Source: an optimization exercise on an open RTL-to-GDS flow (aim: small area, a short achievable clock period and few clock cycles per item). Production flows keep margins and buffers that such runs may drop.
Only the layout flow was run in this run; the RTL was not checked for function there.
No activity file was given, so power comes from the tool's default toggle rates.

--- flow/flow/run.sh ---
#!/bin/bash
# The standard layout, except that the ports are buffered with sky130_fd_sc_hd__buf_1
# rather than the delay buffer buffer_ports picks by itself.
set -euo pipefail
bash standard.sh "BUFFER_PORTS_ARGS=-buffer_cell sky130_fd_sc_hd__buf_1" finish > run_make.log 2>&1
--- flow/standard.sh ---
#!/bin/bash
# synth_recipe.tcl (not shown) runs the flow's synth.tcl, then flattens the netlist and writes it again
# the make line also repeats each setting of config.mk as NAME=value (left out here)
make -C /OpenROAD-flow-scripts/flow DESIGN_CONFIG=/design/flow/config.mk WORK_HOME=/design/flow/orfs CLKGATE_MAP_FILE= SYNTH_SCRIPT=/design/flow/synth_recipe.tcl "${@:-finish}"
--- flow/config.mk ---
export PLATFORM = sky130hd
export DESIGN_NAME = fc_layer
export DESIGN_NICKNAME = fc_layer
export VERILOG_FILES = /design/flow/design.v
export SDC_FILE = /design/flow/constraint.sdc
export NUM_CORES = 4
export LEC_CHECK = 0
export CAP_MARGIN = 20
export CORE_AREA = 5 5 435 435
export DIE_AREA = 0 0 440 440
export SETUP_SLACK_MARGIN = 3
export SLEW_MARGIN = 20
export SYNTH_HIERARCHICAL = 1
export SYNTH_MINIMUM_KEEP_SIZE = 0
--- flow/constraint.sdc ---
create_clock -name core_clock -period 10.0 [get_ports {clk}]
set_input_delay 2.0000 -clock core_clock [delete_from_list [all_inputs] [get_ports {clk}]]
set_output_delay 2.0000 -clock core_clock [all_outputs]
set_load 0.01 [all_outputs]
--- flow/design.v ---
`timescale 1ns/1ps
module fc_layer #(
    parameter INPUT_SIZE  = 16,
    parameter OUTPUT_SIZE = 8,
    parameter DATA_WIDTH  = 8
)(
    input  logic                          clk,
    input  logic                          reset,
    input  logic                          start,
    output logic                          done,
    input  logic signed [INPUT_SIZE*DATA_WIDTH-1:0]  input_data_flat,
    input  logic signed [OUTPUT_SIZE*INPUT_SIZE*DATA_WIDTH-1:0] weights_flat,
    input  logic signed [OUTPUT_SIZE*DATA_WIDTH-1:0]            bias_flat,
    output logic signed [OUTPUT_SIZE*DATA_WIDTH-1:0] output_data_flat
);
    logic [3:0] st;
    logic       valid;    
    logic       first, last, en;
    assign first = st[0];
    assign last  = st[3];
    assign en    = !first || start;
    always_ff @(posedge clk or posedge reset) begin
        if (reset) begin
            st    <= 4'b0001;
            done  <= 1'b0;
            valid <= 1'b0;
        end else begin
            if (en) st <= {st[2:0], st[3]};
            done <= last;
            if (last) valid <= 1'b1;
        end
    end
    logic [15:0] sgn, one, two;
    logic [15:0] sgnn, onen, twon, nz;
    always_comb begin
        for (int j = 0; j < 16; j++) begin
            logic b2, b1, b0;
            b2 = (st[0] & input_data_flat[8*j+1]) | (st[1] & input_data_flat[8*j+3]) |
                 (st[2] & input_data_flat[8*j+5]) | (st[3] & input_data_flat[8*j+7]);
            b1 = (st[0] & input_data_flat[8*j+0]) | (st[1] & input_data_flat[8*j+2]) |
                 (st[2] & input_data_flat[8*j+4]) | (st[3] & input_data_flat[8*j+6]);
            b0 = (st[1] & input_data_flat[8*j+1]) | (st[2] & input_data_flat[8*j+3]) |
                 (st[3] & input_data_flat[8*j+5]);
            sgn[j] = b2;
            one[j] = b1 ^ b0;
            two[j] = (b2 & !b1 & !b0) | (!b2 & b1 & b0);
            sgnn[j] = !sgn[j];
            onen[j] = !one[j];
            twon[j] = !two[j];
            nz[j]   = one[j] | two[j];
        end
    end
    logic [15:0] neg0, neg_n;
    logic [4:0]  e, e0, e_n, e_q;
    always_comb begin
        for (int j = 0; j < 16; j++) begin
            logic n2, n1, n0;
            n2 = (st[0] & input_data_flat[8*j+3]) | (st[1] & input_data_flat[8*j+5]) |
                 (st[2] & input_data_flat[8*j+7]);
            n1 = (st[0] & input_data_flat[8*j+2]) | (st[1] & input_data_flat[8*j+4]) |
                 (st[2] & input_data_flat[8*j+6]);
            n0 = (st[0] & input_data_flat[8*j+1]) | (st[1] & input_data_flat[8*j+3]) |
                 (st[2] & input_data_flat[8*j+5]);
            neg_n[j] = n2 & !(n1 & n0);
            neg0[j]  = input_data_flat[8*j+1];
        end
    end
    fc_popcount u_pc0 (.n(neg0), .e(e0));
    fc_popcount u_pcn (.n(neg_n), .e(e_n));
    always_ff @(posedge clk) e_q <= e_n;
    assign e = first ? e0 : e_q;
    localparam logic [15:0] K0 = 16'hB000;
    logic [13:0] s_q  [OUTPUT_SIZE];
    logic [13:0] c_q  [OUTPUT_SIZE];
    logic [7:0]  lo_q [OUTPUT_SIZE];
    for (genvar i = 0; i < OUTPUT_SIZE; i++) begin : g_out
        logic [143:0] pp;
        logic [15:0]  as_, ac_;
        logic [15:2]  so, co;
        logic [1:0]   r;
        always_comb begin
            as_ = first ? {{8{bias_flat[8*i+7]}}, bias_flat[8*i +: 8]} : {2'b00, s_q[i]};
            ac_ = first ? K0 : {2'b00, c_q[i]};
        end
        for (genvar j = 0; j < 16; j++) begin : g_row
            logic [7:0] wnn;
            assign wnn = ~(weights_flat[8*(16*i+j) +: 8] ^ {8{sgn[j]}});
            fc_sel u_s0 (.a1(onen[j]), .a2(wnn[0]), .b1(twon[j]), .b2(sgnn[j]), .y(pp[9*j]));
            for (genvar t = 1; t < 8; t++) begin : g_bit
                fc_sel u_s (.a1(onen[j]), .a2(wnn[t]), .b1(twon[j]), .b2(wnn[t-1]), .y(pp[9*j+t]));
            end
            assign pp[9*j+8] = ~(nz[j] & ~wnn[7]);   
        end
        fc_csa u_csa (.pp(pp), .as_(as_), .ac_(ac_), .e(e), .r(r), .so(so), .co(co));
        always_ff @(posedge clk) begin
            if (en) begin
                s_q[i][7:0] <= so[9:2];
                c_q[i][7:0] <= co[9:2];
                lo_q[i]     <= {r, lo_q[i][7:2]};
            end
            s_q[i][13:8] <= so[15:10];
            c_q[i][13:8] <= co[15:10];
        end
        logic [7:0]  hi;
        logic [15:0] acc;
        assign hi  = s_q[i][7:0] + c_q[i][7:0];
        assign acc = {hi, lo_q[i]};
        always_comb begin
            if (!valid)
                output_data_flat[8*i +: 8] = 8'h00;
            else if (!acc[15] && acc[14:7] != 8'h00)
                output_data_flat[8*i +: 8] = 8'h7f;
            else if (acc[15] && acc[14:7] != 8'hff)
                output_data_flat[8*i +: 8] = 8'h80;
            else
                output_data_flat[8*i +: 8] = acc[7:0];
        end
    end
endmodule
module fc_sel (
    input  logic a1, a2, b1, b2,
    output logic y
);
    assign y = !((a1 | a2) & (b1 | b2));
endmodule
module fc_popcount (
  input  logic [15:0] n,
  output logic [4:0]  e
);
  wire ps1, pc2;
  fc_fa u_ps1 (.a(n[0]), .b(n[1]), .c(n[2]), .s(ps1), .co(pc2));
  wire ps3, pc4;
  fc_fa u_ps3 (.a(n[3]), .b(n[4]), .c(n[5]), .s(ps3), .co(pc4));
  wire ps5, pc6;
  fc_fa u_ps5 (.a(n[6]), .b(n[7]), .c(n[8]), .s(ps5), .co(pc6));
  wire ps7, pc8;
  fc_fa u_ps7 (.a(n[9]), .b(n[10]), .c(n[11]), .s(ps7), .co(pc8));
  wire ps9, pc10;
  fc_fa u_ps9 (.a(n[12]), .b(n[13]), .c(n[14]), .s(ps9), .co(pc10));
  wire ps11, pc12;
  fc_fa u_ps11 (.a(n[15]), .b(ps1), .c(ps3), .s(ps11), .co(pc12));
  wire ps13, pc14;
  fc_fa u_ps13 (.a(ps5), .b(ps7), .c(ps9), .s(ps13), .co(pc14));
  wire ps15, pc16;
  fc_ha u_ps15 (.a(ps11), .b(ps13), .s(ps15), .co(pc16));
  wire ps17, pc18;
  fc_fa u_ps17 (.a(pc2), .b(pc4), .c(pc6), .s(ps17), .co(pc18));
  wire ps19, pc20;
  fc_fa u_ps19 (.a(pc8), .b(pc10), .c(ps17), .s(ps19), .co(pc20));
  wire ps21, pc22;
  fc_fa u_ps21 (.a(pc12), .b(pc14), .c(pc16), .s(ps21), .co(pc22));
  wire ps23, pc24;
  fc_ha u_ps23 (.a(ps19), .b(ps21), .s(ps23), .co(pc24));
  wire ps25, pc26;
  fc_fa u_ps25 (.a(pc18), .b(pc20), .c(pc22), .s(ps25), .co(pc26));
  wire ps27, pc28;
  fc_ha u_ps27 (.a(pc24), .b(ps25), .s(ps27), .co(pc28));
  wire ps29, pc30;
  fc_ha u_ps29 (.a(pc26), .b(pc28), .s(ps29), .co(pc30));
  assign e[0] = ps15;
  assign e[1] = ps23;
  assign e[2] = ps27;
  assign e[3] = ps29;
  assign e[4] = pc30;
endmodule
module fc_csa (
  input  logic [143:0] pp,
  input  logic [15:0]  as_,
  input  logic [15:0]  ac_,
  input  logic [4:0]   e,
  output logic [1:0]   r,
  output logic [15:2]  so,
  output logic [15:2]  co
);
  wire ts1, tc2;
  fc_fa u_ts1 (.a(as_[0]), .b(ac_[0]), .c(pp[0]), .s(ts1), .co(tc2));
  wire ts3, tc4;
  fc_fa u_ts3 (.a(pp[9]), .b(pp[18]), .c(pp[27]), .s(ts3), .co(tc4));
  wire ts5, tc6;
  fc_fa u_ts5 (.a(pp[36]), .b(pp[45]), .c(pp[54]), .s(ts5), .co(tc6));
  wire ts7, tc8;
  fc_fa u_ts7 (.a(pp[63]), .b(pp[72]), .c(pp[81]), .s(ts7), .co(tc8));
  wire ts9, tc10;
  fc_fa u_ts9 (.a(pp[90]), .b(pp[99]), .c(pp[108]), .s(ts9), .co(tc10));
  wire ts11, tc12;
  fc_fa u_ts11 (.a(pp[117]), .b(pp[126]), .c(pp[135]), .s(ts11), .co(tc12));
  wire ts13, tc14;
  fc_fa u_ts13 (.a(e[0]), .b(ts1), .c(ts3), .s(ts13), .co(tc14));
  wire ts15, tc16;
  fc_fa u_ts15 (.a(ts5), .b(ts7), .c(ts9), .s(ts15), .co(tc16));
  wire ts17, tc18;
  fc_fa u_ts17 (.a(ts11), .b(ts13), .c(ts15), .s(ts17), .co(tc18));
  wire ts19, tc20;
  fc_fa u_ts19 (.a(as_[1]), .b(ac_[1]), .c(pp[1]), .s(ts19), .co(tc20));
  wire ts21, tc22;
  fc_fa u_ts21 (.a(pp[10]), .b(pp[19]), .c(pp[28]), .s(ts21), .co(tc22));
  wire ts23, tc24;
  fc_fa u_ts23 (.a(pp[37]), .b(pp[46]), .c(pp[55]), .s(ts23), .co(tc24));
  wire ts25, tc26;
  fc_fa u_ts25 (.a(pp[64]), .b(pp[73]), .c(pp[82]), .s(ts25), .co(tc26));
  wire ts27, tc28;
  fc_fa u_ts27 (.a(pp[91]), .b(pp[100]), .c(pp[109]), .s(ts27), .co(tc28));
  wire ts29, tc30;
  fc_fa u_ts29 (.a(pp[118]), .b(pp[127]), .c(pp[136]), .s(ts29), .co(tc30));
  wire ts31, tc32;
  fc_fa u_ts31 (.a(e[1]), .b(tc2), .c(tc4), .s(ts31), .co(tc32));
  wire ts33, tc34;
  fc_fa u_ts33 (.a(tc6), .b(tc8), .c(tc10), .s(ts33), .co(tc34));
  wire ts35, tc36;
  fc_fa u_ts35 (.a(tc12), .b(ts19), .c(ts21), .s(ts35), .co(tc36));
  wire ts37, tc38;
  fc_fa u_ts37 (.a(ts23), .b(ts25), .c(ts27), .s(ts37), .co(tc38));
  wire ts39, tc40;
  fc_fa u_ts39 (.a(ts29), .b(tc14), .c(tc16), .s(ts39), .co(tc40));
  wire ts41, tc42;
  fc_fa u_ts41 (.a(ts31), .b(ts33), .c(ts35), .s(ts41), .co(tc42));
  wire ts43, tc44;
  fc_fa u_ts43 (.a(ts37), .b(tc18), .c(ts39), .s(ts43), .co(tc44));
  wire ts45, tc46;
  fc_ha u_ts45 (.a(ts41), .b(ts43), .s(ts45), .co(tc46));
  wire ts47, tc48;
  fc_fa u_ts47 (.a(as_[2]), .b(ac_[2]), .c(pp[2]), .s(ts47), .co(tc48));
  wire ts49, tc50;
  fc_fa u_ts49 (.a(pp[11]), .b(pp[20]), .c(pp[29]), .s(ts49), .co(tc50));
  wire ts51, tc52;
  fc_fa u_ts51 (.a(pp[38]), .b(pp[47]), .c(pp[56]), .s(ts51), .co(tc52));
  wire ts53, tc54;
  fc_fa u_ts53 (.a(pp[65]), .b(pp[74]), .c(pp[83]), .s(ts53), .co(tc54));
  wire ts55, tc56;
  fc_fa u_ts55 (.a(pp[92]), .b(pp[101]), .c(pp[110]), .s(ts55), .co(tc56));
  wire ts57, tc58;
  fc_fa u_ts57 (.a(pp[119]), .b(pp[128]), .c(pp[137]), .s(ts57), .co(tc58));
  wire ts59, tc60;
  fc_fa u_ts59 (.a(e[2]), .b(tc20), .c(tc22), .s(ts59), .co(tc60));
  wire ts61, tc62;
  fc_fa u_ts61 (.a(tc24), .b(tc26), .c(tc28), .s(ts61), .co(tc62));
  wire ts63, tc64;
  fc_fa u_ts63 (.a(tc30), .b(ts47), .c(ts49), .s(ts63), .co(tc64));
  wire ts65, tc66;
  fc_fa u_ts65 (.a(ts51), .b(ts53), .c(ts55), .s(ts65), .co(tc66));
  wire ts67, tc68;
  fc_fa u_ts67 (.a(ts57), .b(tc32), .c(tc34), .s(ts67), .co(tc68));
  wire ts69, tc70;
  fc_fa u_ts69 (.a(tc36), .b(tc38), .c(ts59), .s(ts69), .co(tc70));
  wire ts71, tc72;
  fc_fa u_ts71 (.a(ts61), .b(ts63), .c(ts65), .s(ts71), .co(tc72));
  wire ts73, tc74;
  fc_fa u_ts73 (.a(tc40), .b(ts67), .c(tc42), .s(ts73), .co(tc74));
  wire ts75, tc76;
  fc_fa u_ts75 (.a(ts69), .b(ts71), .c(tc44), .s(ts75), .co(tc76));
  wire ts77, tc78;
  fc_ha u_ts77 (.a(ts73), .b(tc46), .s(ts77), .co(tc78));
  wire ts79, tc80;
  fc_fa u_ts79 (.a(as_[3]), .b(ac_[3]), .c(pp[3]), .s(ts79), .co(tc80));
  wire ts81, tc82;
  fc_fa u_ts81 (.a(pp[12]), .b(pp[21]), .c(pp[30]), .s(ts81), .co(tc82));
  wire ts83, tc84;
  fc_fa u_ts83 (.a(pp[39]), .b(pp[48]), .c(pp[57]), .s(ts83), .co(tc84));
  wire ts85, tc86;
  fc_fa u_ts85 (.a(pp[66]), .b(pp[75]), .c(pp[84]), .s(ts85), .co(tc86));
  wire ts87, tc88;
  fc_fa u_ts87 (.a(pp[93]), .b(pp[102]), .c(pp[111]), .s(ts87), .co(tc88));
  wire ts89, tc90;
  fc_fa u_ts89 (.a(pp[120]), .b(pp[129]), .c(pp[138]), .s(ts89), .co(tc90));
  wire ts91, tc92;
  fc_fa u_ts91 (.a(e[3]), .b(tc48), .c(tc50), .s(ts91), .co(tc92));
  wire ts93, tc94;
  fc_fa u_ts93 (.a(tc52), .b(tc54), .c(tc56), .s(ts93), .co(tc94));
  wire ts95, tc96;
  fc_fa u_ts95 (.a(tc58), .b(ts79), .c(ts81), .s(ts95), .co(tc96));
  wire ts97, tc98;
  fc_fa u_ts97 (.a(ts83), .b(ts85), .c(ts87), .s(ts97), .co(tc98));
  wire ts99, tc100;
  fc_fa u_ts99 (.a(ts89), .b(tc60), .c(tc62), .s(ts99), .co(tc100));
  wire ts101, tc102;
  fc_fa u_ts101 (.a(tc64), .b(tc66), .c(ts91), .s(ts101), .co(tc102));
  wire ts103, tc104;
  fc_fa u_ts103 (.a(ts93), .b(ts95), .c(ts97), .s(ts103), .co(tc104));
  wire ts105, tc106;
  fc_fa u_ts105 (.a(tc68), .b(tc70), .c(ts99), .s(ts105), .co(tc106));
  wire ts107, tc108;
  fc_fa u_ts107 (.a(tc72), .b(ts101), .c(ts103), .s(ts107), .co(tc108));
  wire ts109, tc110;
  fc_fa u_ts109 (.a(tc74), .b(ts105), .c(ts107), .s(ts109), .co(tc110));
  wire ts111, tc112;
  fc_ha u_ts111 (.a(tc76), .b(tc78), .s(ts111), .co(tc112));
  wire ts113, tc114;
  fc_fa u_ts113 (.a(as_[4]), .b(ac_[4]), .c(pp[4]), .s(ts113), .co(tc114));
  wire ts115, tc116;
  fc_fa u_ts115 (.a(pp[13]), .b(pp[22]), .c(pp[31]), .s(ts115), .co(tc116));
  wire ts117, tc118;
  fc_fa u_ts117 (.a(pp[40]), .b(pp[49]), .c(pp[58]), .s(ts117), .co(tc118));
  wire ts119, tc120;
  fc_fa u_ts119 (.a(pp[67]), .b(pp[76]), .c(pp[85]), .s(ts119), .co(tc120));
  wire ts121, tc122;
  fc_fa u_ts121 (.a(pp[94]), .b(pp[103]), .c(pp[112]), .s(ts121), .co(tc122));
  wire ts123, tc124;
  fc_fa u_ts123 (.a(pp[121]), .b(pp[130]), .c(pp[139]), .s(ts123), .co(tc124));
  wire ts125, tc126;
  fc_fa u_ts125 (.a(e[4]), .b(tc80), .c(tc82), .s(ts125), .co(tc126));
  wire ts127, tc128;
  fc_fa u_ts127 (.a(tc84), .b(tc86), .c(tc88), .s(ts127), .co(tc128));
  wire ts129, tc130;
  fc_fa u_ts129 (.a(tc90), .b(ts113), .c(ts115), .s(ts129), .co(tc130));
  wire ts131, tc132;
  fc_fa u_ts131 (.a(ts117), .b(ts119), .c(ts121), .s(ts131), .co(tc132));
  wire ts133, tc134;
  fc_fa u_ts133 (.a(ts123), .b(tc92), .c(tc94), .s(ts133), .co(tc134));
  wire ts135, tc136;
  fc_fa u_ts135 (.a(tc96), .b(tc98), .c(ts125), .s(ts135), .co(tc136));
  wire ts137, tc138;
  fc_fa u_ts137 (.a(ts127), .b(ts129), .c(ts131), .s(ts137), .co(tc138));
  wire ts139, tc140;
  fc_fa u_ts139 (.a(tc100), .b(tc102), .c(ts133), .s(ts139), .co(tc140));
  wire ts141, tc142;
  fc_fa u_ts141 (.a(tc104), .b(ts135), .c(ts137), .s(ts141), .co(tc142));
  wire ts143, tc144;
  fc_fa u_ts143 (.a(tc106), .b(ts139), .c(tc108), .s(ts143), .co(tc144));
  wire ts145, tc146;
  fc_fa u_ts145 (.a(ts141), .b(tc110), .c(ts143), .s(ts145), .co(tc146));
  wire ts147, tc148;
  fc_fa u_ts147 (.a(as_[5]), .b(ac_[5]), .c(pp[5]), .s(ts147), .co(tc148));
  wire ts149, tc150;
  fc_fa u_ts149 (.a(pp[14]), .b(pp[23]), .c(pp[32]), .s(ts149), .co(tc150));
  wire ts151, tc152;
  fc_fa u_ts151 (.a(pp[41]), .b(pp[50]), .c(pp[59]), .s(ts151), .co(tc152));
  wire ts153, tc154;
  fc_fa u_ts153 (.a(pp[68]), .b(pp[77]), .c(pp[86]), .s(ts153), .co(tc154));
  wire ts155, tc156;
  fc_fa u_ts155 (.a(pp[95]), .b(pp[104]), .c(pp[113]), .s(ts155), .co(tc156));
  wire ts157, tc158;
  fc_fa u_ts157 (.a(pp[122]), .b(pp[131]), .c(pp[140]), .s(ts157), .co(tc158));
  wire ts159, tc160;
  fc_fa u_ts159 (.a(tc114), .b(tc116), .c(tc118), .s(ts159), .co(tc160));
  wire ts161, tc162;
  fc_fa u_ts161 (.a(tc120), .b(tc122), .c(tc124), .s(ts161), .co(tc162));
  wire ts163, tc164;
  fc_fa u_ts163 (.a(ts147), .b(ts149), .c(ts151), .s(ts163), .co(tc164));
  wire ts165, tc166;
  fc_fa u_ts165 (.a(ts153), .b(ts155), .c(ts157), .s(ts165), .co(tc166));
  wire ts167, tc168;
  fc_fa u_ts167 (.a(tc126), .b(tc128), .c(tc130), .s(ts167), .co(tc168));
  wire ts169, tc170;
  fc_fa u_ts169 (.a(tc132), .b(ts159), .c(ts161), .s(ts169), .co(tc170));
  wire ts171, tc172;
  fc_fa u_ts171 (.a(ts163), .b(ts165), .c(tc134), .s(ts171), .co(tc172));
  wire ts173, tc174;
  fc_fa u_ts173 (.a(tc136), .b(tc138), .c(ts167), .s(ts173), .co(tc174));
  wire ts175, tc176;
  fc_fa u_ts175 (.a(ts169), .b(tc140), .c(ts171), .s(ts175), .co(tc176));
  wire ts177, tc178;
  fc_fa u_ts177 (.a(tc142), .b(ts173), .c(ts175), .s(ts177), .co(tc178));
  wire ts179, tc180;
  fc_ha u_ts179 (.a(tc144), .b(ts177), .s(ts179), .co(tc180));
  wire ts181, tc182;
  fc_fa u_ts181 (.a(as_[6]), .b(ac_[6]), .c(pp[6]), .s(ts181), .co(tc182));
  wire ts183, tc184;
  fc_fa u_ts183 (.a(pp[15]), .b(pp[24]), .c(pp[33]), .s(ts183), .co(tc184));
  wire ts185, tc186;
  fc_fa u_ts185 (.a(pp[42]), .b(pp[51]), .c(pp[60]), .s(ts185), .co(tc186));
  wire ts187, tc188;
  fc_fa u_ts187 (.a(pp[69]), .b(pp[78]), .c(pp[87]), .s(ts187), .co(tc188));
  wire ts189, tc190;
  fc_fa u_ts189 (.a(pp[96]), .b(pp[105]), .c(pp[114]), .s(ts189), .co(tc190));
  wire ts191, tc192;
  fc_fa u_ts191 (.a(pp[123]), .b(pp[132]), .c(pp[141]), .s(ts191), .co(tc192));
  wire ts193, tc194;
  fc_fa u_ts193 (.a(tc148), .b(tc150), .c(tc152), .s(ts193), .co(tc194));
  wire ts195, tc196;
  fc_fa u_ts195 (.a(tc154), .b(tc156), .c(tc158), .s(ts195), .co(tc196));
  wire ts197, tc198;
  fc_fa u_ts197 (.a(ts181), .b(ts183), .c(ts185), .s(ts197), .co(tc198));
  wire ts199, tc200;
  fc_fa u_ts199 (.a(ts187), .b(ts189), .c(ts191), .s(ts199), .co(tc200));
  wire ts201, tc202;
  fc_fa u_ts201 (.a(tc160), .b(tc162), .c(tc164), .s(ts201), .co(tc202));
  wire ts203, tc204;
  fc_fa u_ts203 (.a(tc166), .b(ts193), .c(ts195), .s(ts203), .co(tc204));
  wire ts205, tc206;
  fc_fa u_ts205 (.a(ts197), .b(ts199), .c(tc168), .s(ts205), .co(tc206));
  wire ts207, tc208;
  fc_fa u_ts207 (.a(tc170), .b(ts201), .c(ts203), .s(ts207), .co(tc208));
  wire ts209, tc210;
  fc_fa u_ts209 (.a(tc172), .b(tc174), .c(ts205), .s(ts209), .co(tc210));
  wire ts211, tc212;
  fc_fa u_ts211 (.a(ts207), .b(tc176), .c(ts209), .s(ts211), .co(tc212));
  wire ts213, tc214;
  fc_ha u_ts213 (.a(tc178), .b(ts211), .s(ts213), .co(tc214));
  wire ts215, tc216;
  fc_fa u_ts215 (.a(as_[7]), .b(ac_[7]), .c(pp[7]), .s(ts215), .co(tc216));
  wire ts217, tc218;
  fc_fa u_ts217 (.a(pp[16]), .b(pp[25]), .c(pp[34]), .s(ts217), .co(tc218));
  wire ts219, tc220;
  fc_fa u_ts219 (.a(pp[43]), .b(pp[52]), .c(pp[61]), .s(ts219), .co(tc220));
  wire ts221, tc222;
  fc_fa u_ts221 (.a(pp[70]), .b(pp[79]), .c(pp[88]), .s(ts221), .co(tc222));
  wire ts223, tc224;
  fc_fa u_ts223 (.a(pp[97]), .b(pp[106]), .c(pp[115]), .s(ts223), .co(tc224));
  wire ts225, tc226;
  fc_fa u_ts225 (.a(pp[124]), .b(pp[133]), .c(pp[142]), .s(ts225), .co(tc226));
  wire ts227, tc228;
  fc_fa u_ts227 (.a(tc182), .b(tc184), .c(tc186), .s(ts227), .co(tc228));
  wire ts229, tc230;
  fc_fa u_ts229 (.a(tc188), .b(tc190), .c(tc192), .s(ts229), .co(tc230));
  wire ts231, tc232;
  fc_fa u_ts231 (.a(ts215), .b(ts217), .c(ts219), .s(ts231), .co(tc232));
  wire ts233, tc234;
  fc_fa u_ts233 (.a(ts221), .b(ts223), .c(ts225), .s(ts233), .co(tc234));
  wire ts235, tc236;
  fc_fa u_ts235 (.a(tc194), .b(tc196), .c(tc198), .s(ts235), .co(tc236));
  wire ts237, tc238;
  fc_fa u_ts237 (.a(tc200), .b(ts227), .c(ts229), .s(ts237), .co(tc238));
  wire ts239, tc240;
  fc_fa u_ts239 (.a(ts231), .b(ts233), .c(tc202), .s(ts239), .co(tc240));
  wire ts241, tc242;
  fc_fa u_ts241 (.a(tc204), .b(ts235), .c(ts237), .s(ts241), .co(tc242));
  wire ts243, tc244;
  fc_fa u_ts243 (.a(tc206), .b(tc208), .c(ts239), .s(ts243), .co(tc244));
  wire ts245, tc246;
  fc_fa u_ts245 (.a(ts241), .b(tc210), .c(ts243), .s(ts245), .co(tc246));
  wire ts247, tc248;
  fc_ha u_ts247 (.a(tc212), .b(ts245), .s(ts247), .co(tc248));
  wire ts249, tc250;
  fc_fa u_ts249 (.a(as_[8]), .b(ac_[8]), .c(pp[8]), .s(ts249), .co(tc250));
  wire ts251, tc252;
  fc_fa u_ts251 (.a(pp[17]), .b(pp[26]), .c(pp[35]), .s(ts251), .co(tc252));
  wire ts253, tc254;
  fc_fa u_ts253 (.a(pp[44]), .b(pp[53]), .c(pp[62]), .s(ts253), .co(tc254));
  wire ts255, tc256;
  fc_fa u_ts255 (.a(pp[71]), .b(pp[80]), .c(pp[89]), .s(ts255), .co(tc256));
  wire ts257, tc258;
  fc_fa u_ts257 (.a(pp[98]), .b(pp[107]), .c(pp[116]), .s(ts257), .co(tc258));
  wire ts259, tc260;
  fc_fa u_ts259 (.a(pp[125]), .b(pp[134]), .c(pp[143]), .s(ts259), .co(tc260));
  wire ts261, tc262;
  fc_fa u_ts261 (.a(tc216), .b(tc218), .c(tc220), .s(ts261), .co(tc262));
  wire ts263, tc264;
  fc_fa u_ts263 (.a(tc222), .b(tc224), .c(tc226), .s(ts263), .co(tc264));
  wire ts265, tc266;
  fc_fa u_ts265 (.a(ts249), .b(ts251), .c(ts253), .s(ts265), .co(tc266));
  wire ts267, tc268;
  fc_fa u_ts267 (.a(ts255), .b(ts257), .c(ts259), .s(ts267), .co(tc268));
  wire ts269, tc270;
  fc_fa u_ts269 (.a(tc228), .b(tc230), .c(tc232), .s(ts269), .co(tc270));
  wire ts271, tc272;
  fc_fa u_ts271 (.a(tc234), .b(ts261), .c(ts263), .s(ts271), .co(tc272));
  wire ts273, tc274;
  fc_fa u_ts273 (.a(ts265), .b(ts267), .c(tc236), .s(ts273), .co(tc274));
  wire ts275, tc276;
  fc_fa u_ts275 (.a(tc238), .b(ts269), .c(ts271), .s(ts275), .co(tc276));
  wire ts277, tc278;
  fc_fa u_ts277 (.a(tc240), .b(tc242), .c(ts273), .s(ts277), .co(tc278));
  wire ts279, tc280;
  fc_fa u_ts279 (.a(ts275), .b(tc244), .c(ts277), .s(ts279), .co(tc280));
  wire ts281, tc282;
  fc_ha u_ts281 (.a(tc246), .b(ts279), .s(ts281), .co(tc282));
  wire ts283, tc284;
  fc_fa u_ts283 (.a(as_[9]), .b(ac_[9]), .c(tc250), .s(ts283), .co(tc284));
  wire ts285, tc286;
  fc_fa u_ts285 (.a(tc252), .b(tc254), .c(tc256), .s(ts285), .co(tc286));
  wire ts287, tc288;
  fc_fa u_ts287 (.a(tc258), .b(tc260), .c(tc262), .s(ts287), .co(tc288));
  wire ts289, tc290;
  fc_fa u_ts289 (.a(tc264), .b(tc266), .c(tc268), .s(ts289), .co(tc290));
  wire ts291, tc292;
  fc_fa u_ts291 (.a(ts283), .b(ts285), .c(tc270), .s(ts291), .co(tc292));
  wire ts293, tc294;
  fc_fa u_ts293 (.a(tc272), .b(ts287), .c(ts289), .s(ts293), .co(tc294));
  wire ts295, tc296;
  fc_fa u_ts295 (.a(tc274), .b(tc276), .c(ts291), .s(ts295), .co(tc296));
  wire ts297, tc298;
  fc_fa u_ts297 (.a(ts293), .b(tc278), .c(ts295), .s(ts297), .co(tc298));
  wire ts299, tc300;
  fc_ha u_ts299 (.a(tc280), .b(ts297), .s(ts299), .co(tc300));
  wire ts301, tc302;
  fc_fa u_ts301 (.a(as_[10]), .b(ac_[10]), .c(tc284), .s(ts301), .co(tc302));
  wire ts303, tc304;
  fc_fa u_ts303 (.a(tc286), .b(tc288), .c(tc290), .s(ts303), .co(tc304));
  wire ts305, tc306;
  fc_fa u_ts305 (.a(ts301), .b(tc292), .c(tc294), .s(ts305), .co(tc306));
  wire ts307, tc308;
  fc_fa u_ts307 (.a(ts303), .b(tc296), .c(ts305), .s(ts307), .co(tc308));
  wire ts309, tc310;
  fc_ha u_ts309 (.a(tc298), .b(ts307), .s(ts309), .co(tc310));
  wire ts311, tc312;
  fc_fa u_ts311 (.a(as_[11]), .b(ac_[11]), .c(tc302), .s(ts311), .co(tc312));
  wire ts313, tc314;
  fc_fa u_ts313 (.a(tc304), .b(ts311), .c(tc306), .s(ts313), .co(tc314));
  wire ts315, tc316;
  fc_ha u_ts315 (.a(tc308), .b(ts313), .s(ts315), .co(tc316));
  wire ts317, tc318;
  fc_fa u_ts317 (.a(as_[12]), .b(ac_[12]), .c(tc312), .s(ts317), .co(tc318));
  wire ts319, tc320;
  fc_ha u_ts319 (.a(ts317), .b(tc314), .s(ts319), .co(tc320));
  wire ts321, tc322;
  fc_fa u_ts321 (.a(as_[13]), .b(ac_[13]), .c(tc318), .s(ts321), .co(tc322));
  wire ts323, tc324;
  fc_ha u_ts323 (.a(as_[14]), .b(ac_[14]), .s(ts323), .co(tc324));
  wire ts325, tc326;
  fc_ha u_ts325 (.a(as_[15]), .b(ac_[15]), .s(ts325), .co(tc326));
  assign r[0] = ts17;
  assign r[1] = ts45;
  assign so[2] = ts75;
  assign co[2] = ts77;
  assign so[3] = ts109;
  assign co[3] = ts111;
  assign so[4] = tc112;
  assign co[4] = ts145;
  assign so[5] = tc146;
  assign co[5] = ts179;
  assign so[6] = tc180;
  assign co[6] = ts213;
  assign so[7] = tc214;
  assign co[7] = ts247;
  assign so[8] = tc248;
  assign co[8] = ts281;
  assign so[9] = tc282;
  assign co[9] = ts299;
  assign so[10] = tc300;
  assign co[10] = ts309;
  assign so[11] = tc310;
  assign co[11] = ts315;
  assign so[12] = tc316;
  assign co[12] = ts319;
  assign so[13] = tc320;
  assign co[13] = ts321;
  assign so[14] = tc322;
  assign co[14] = ts323;
  assign so[15] = tc324;
  assign co[15] = ts325;
endmodule
module fc_fa (
  input  logic a, b, c,
  output logic s, co
);
  assign s  = a ^ b ^ c;
  assign co = (a & b) | (a & c) | (b & c);
endmodule
module fc_ha (
  input  logic a, b,
  output logic s, co
);
  assign s  = a ^ b;
  assign co = a & b;
endmodule
==> summary.txt <==
Worst Skew 0.0509 ns; Worst Path Arrival 7.64 ns; f_max 138 MHz; Setup TNS 0 ns; startpoint types primary input; Sink Count 299; Setup CP Type in2reg; # rows 157; Critical path buffers and inverters 4; post-synthesis simple-gate area fraction 4.94%; Antenna Nets Post-Route 0; I/O pin count 1284; Yosys top cell area share 41.1%; Die Height 440 µm; max_slew headroom 18.5%; final period utilization 72.3%; initial antenna violation count 115; multiplexer share of the synthesized area 1.22%; Setup WS post-layout 2.77 ns; drt via density 6.24; most frequent cells after synthesis fa_1, xnor2_1, o22ai_1; Hold Vio Cnt, Final 0; Clk pin slew, worst setup/hold paths 0.07 ns; share of cells above drive strength 1 15.4%; post-synthesis adder-cell area fraction 44.6%; Mapped Area 60000 µm²; P per Cell Area 104 nW/µm²; first-pass GRT wire length 512 mm; Post-synth EDFFs 192; synthesized area per cell 11.3 µm²; WL met3 52.9 mm; Die X 440 µm; Synth Area in XOR/XNOR 15.8%; gpl congestion 1.05; Syn. warnings 10; Required @ worst endpoint 10.41 ns; die footprint 194000 µm²; Pre-antenna DRT Iters 7; Residual DRC 0; top-count cell post-synth fa_1; gr ovfl total 0; Via Count 56378; post-synthesis register bit count 299; final WL 397 mm; Initial Util 32.7%; M1 WL 147 mm; Post-DP HPWL 317 mm; number of buffers added on ports 1283; HP Class reg2reg; top layer in use met5; CP dominant cell by count fa_2; dpl ws 1.60 ns; Root Buffer clkbuf_16; Clock Tree Buf Depth 3; ys flop type edfxtp_1; status finished clean; routed length per placed instance 44.0 µm; largest area contributor in the netlist fa_1; Cell variety after synth 64; met2 WL 165 mm; cell count after synthesis 5311; CTS Buf Count 46; Max VDD drop 0.000122 V; number of global-route vias before repair 57788; Async SR Flop Fraction 2.01%; Layout area overhead 21.2%; max-slew violations 0; worst skew pair latency 0.68 ns; CP delay by family, top adder cells; CTS H-tree depth 2; Critical-path top delay cell xnor2_1; largest family of logic cells by synthesized area adder cells; max cap viols 0; Slew @ Worst Pin 1.22 ns; Total Routing Usage GR 39.5%; Seq/Total Area, Yosys 13.2%; crit-path cells buf_8, buf_4, a222oi_1, buf_4, nand2_8, buf_8, xnor2_1, o22ai_1, fa_1, fa_1, fa_2, fa_2, fa_2, fa_2, ha_2; final setup violation count 0; worst-path fanout max 21; Tmin final 7.23 ns; Area contributors post-synth fa_1, xnor2_1, o22ai_1; pin count of the biggest net entering global routing 74; unrepaired setup endpoints after global routing yes; Synth Area in Compound Gates 15.0%; max incr delay on CP 0.80 ns; crit end category register; DR iter-0 viols 7752; fin nets 9078; CTS tree yes; Core ar. 183000 µm²; Leak 26.9 nW
==> registers in the layout, summed over array words and instances (netlist names) <==
| signal | flops |
|---|---|
| valid | 1 |
| s_q | 112 |
| st | 4 |
| e_q | 5 |
| c_q | 112 |
| lo_q | 64 |
| done | 1 |
==> placed cells by master (no fill, tap or decap), types with 12 or more instances in the layout <==
| cell type | Yosys | layout |
|---|---|---|
| buf_1 | 6 | 1270 |
| xnor2_1 | 1052 | 981 |
| fa_1 | 1230 | 961 |
| o22ai_1 | 1024 | 892 |
| fa_2 | 0 | 269 |
| edfxtp_1 | 192 | 192 |
| buf_4 | 290 | 138 |
| ha_1 | 168 | 134 |
| nand2b_1 | 133 | 132 |
| o22ai_2 | 0 | 132 |
| nand2_1 | 142 | 124 |
| nor2_1 | 115 | 113 |
| dfxtp_1 | 101 | 101 |
| nor2b_1 | 98 | 98 |
| o21ai_0 | 86 | 86 |
| diode_2 | 0 | 80 |
| inv_1 | 84 | 68 |
| buf_12 | 0 | 62 |
| mux2_2 | 65 | 61 |
| xnor2_2 | 0 | 52 |
| clkbuf_16 | 0 | 51 |
| a222oi_1 | 48 | 48 |
| a22oi_1 | 48 | 48 |
| a21oi_4 | 0 | 33 |
| xor2_1 | 32 | 32 |
| o21a_1 | 31 | 31 |
| ha_2 | 0 | 23 |
| a21oi_1 | 38 | 22 |
| buf_6 | 0 | 22 |
| xnor2_4 | 0 | 19 |
| a21o_1 | 18 | 18 |
| or2_2 | 17 | 17 |
| nand3_1 | 14 | 14 |
| a211oi_1 | 12 | 12 |
| nand2_4 | 0 | 12 |
==> modules after synthesis (local to each module, per instance) <==
module | area, µm² | copies in the design
fc_csa | 225 | 8
fc_fa | 20.0 | 1222
fc_ha | 12.5 | 112
fc_layer | 25800 | 1
fc_popcount | 37.5 | 2
fc_sel | 6.26 | 1024
==> through the flow <==
stage	area, µm²	hold WS (ns)	util [%]	instances	power, W
detailed placement	68600	0.434	37.4	8763	0.00563
global route	72600	0.457	39.6	9009	0.00809
CTS	71600	0.444	39.0	8925	0.00752
global placement	68600	0.431	37.4	8762	0.00551
finish	72700	0.441	39.6	9041	0.00757
floorplan	62300	0.352	-	5318	0.00525
==> path summary, 6_finish.rpt <==
kind,from,end,slack (ns),cells past startpoint
max,input_data_flat[33],c_q[7][3],2.77,15
min,lo_q[5][3],lo_q[5][1],0.44,0
max reg2reg,st[3],c_q[0][5],3.10,14
min reg2reg,lo_q[5][3],lo_q[5][1],0.44,0
max in group asynchronous,reset,st[0],8.37,2
min in group asynchronous,reset,valid,1.36,2
==> repair_timing <==
action	in CTS	in global routing
setup endpoints to repair	161	98
hold buffers	0	0
pin swaps	56	54
buffers inserted	72	34
cloned	6	2
endpoints found under the hold margin	0	0
resized for setup	83	98
==> final cells by class <==
type | count | area [µm²]
fill | 18335 | 111000
inverter | 85 | 333
sequential | 299 | 7950
timing repair buffer | 1511 | 7560
clock buffer | 61 | 1280
multi-input combinational | 4518 | 52000
clock inverter | 23 | 295
tap | 2464 | 3080
antenna | 80 | 200
==> cell families after synthesis <==
logic type,count (synthesis)
other cells,1
buf+inv,508
xor+xnor,1084
compound gates,1381
mux,65
flops,299
simple gates,575
fa+ha+maj,1398
==> worst reg2reg max path: cells and delay by family (launching register included) <==
kind / cells / cell delay, ns
fa+ha+maj: 7 / 3.25
buf+inv: 3 / 1.64
flops: 1 / 1.01
compound gates: 2 / 0.35
simple gates: 1 / 0.29
xor+xnor: 1 / 0.15
==> routing by layer <==
| metal | track usage, % | up-vias |
|---|---|---|
| li1 | - | 21168 |
| met1 | 49.3 | 29108 |
| met2 | 55.6 | 4921 |
| met3 | 16.2 | 1130 |
| met4 | 26.7 | 51 |
| met5 | 1.06 | - |
==> where the power goes <==
group          leakage, nW  total [W]  internal, W  switching, W
registers             3.05    0.00205      0.00182      0.000227
clock network        0.769    0.00182      0.00106      0.000767
logic                 23.1    0.00370      0.00160       0.00210
total                 26.9    0.00757      0.00448       0.00309

## port drivers added, routing unchanged
No port has a modelled driver above. Below, the same layout with a new extraction and two added sets of constraints.
Step 1 assumes that a clkbuf_16 drives the clock port and a buf_2 every other input.
Step 2 adds t to the input delays and takes it off the output delays; t is the mean of the earliest and latest rising clock arrival at the registers after step 1. Input paths then give back, and output paths get back, about the clock's delay inside the block.
a / b / c = ideal ports / drivers / drivers and shift; a / b = the first two.
shift t [ns]: 0.751
setup slack, ns: 2.767 / 2.820 / 2.069
hold slack, ns: 0.441 / 0.441 / 0.441
pins driven straight from the clock port: 1
After both steps setup and hold are still met in this run. The setup slack of this run moves by +0.053 ns with the drivers and by -0.698 ns with both steps.
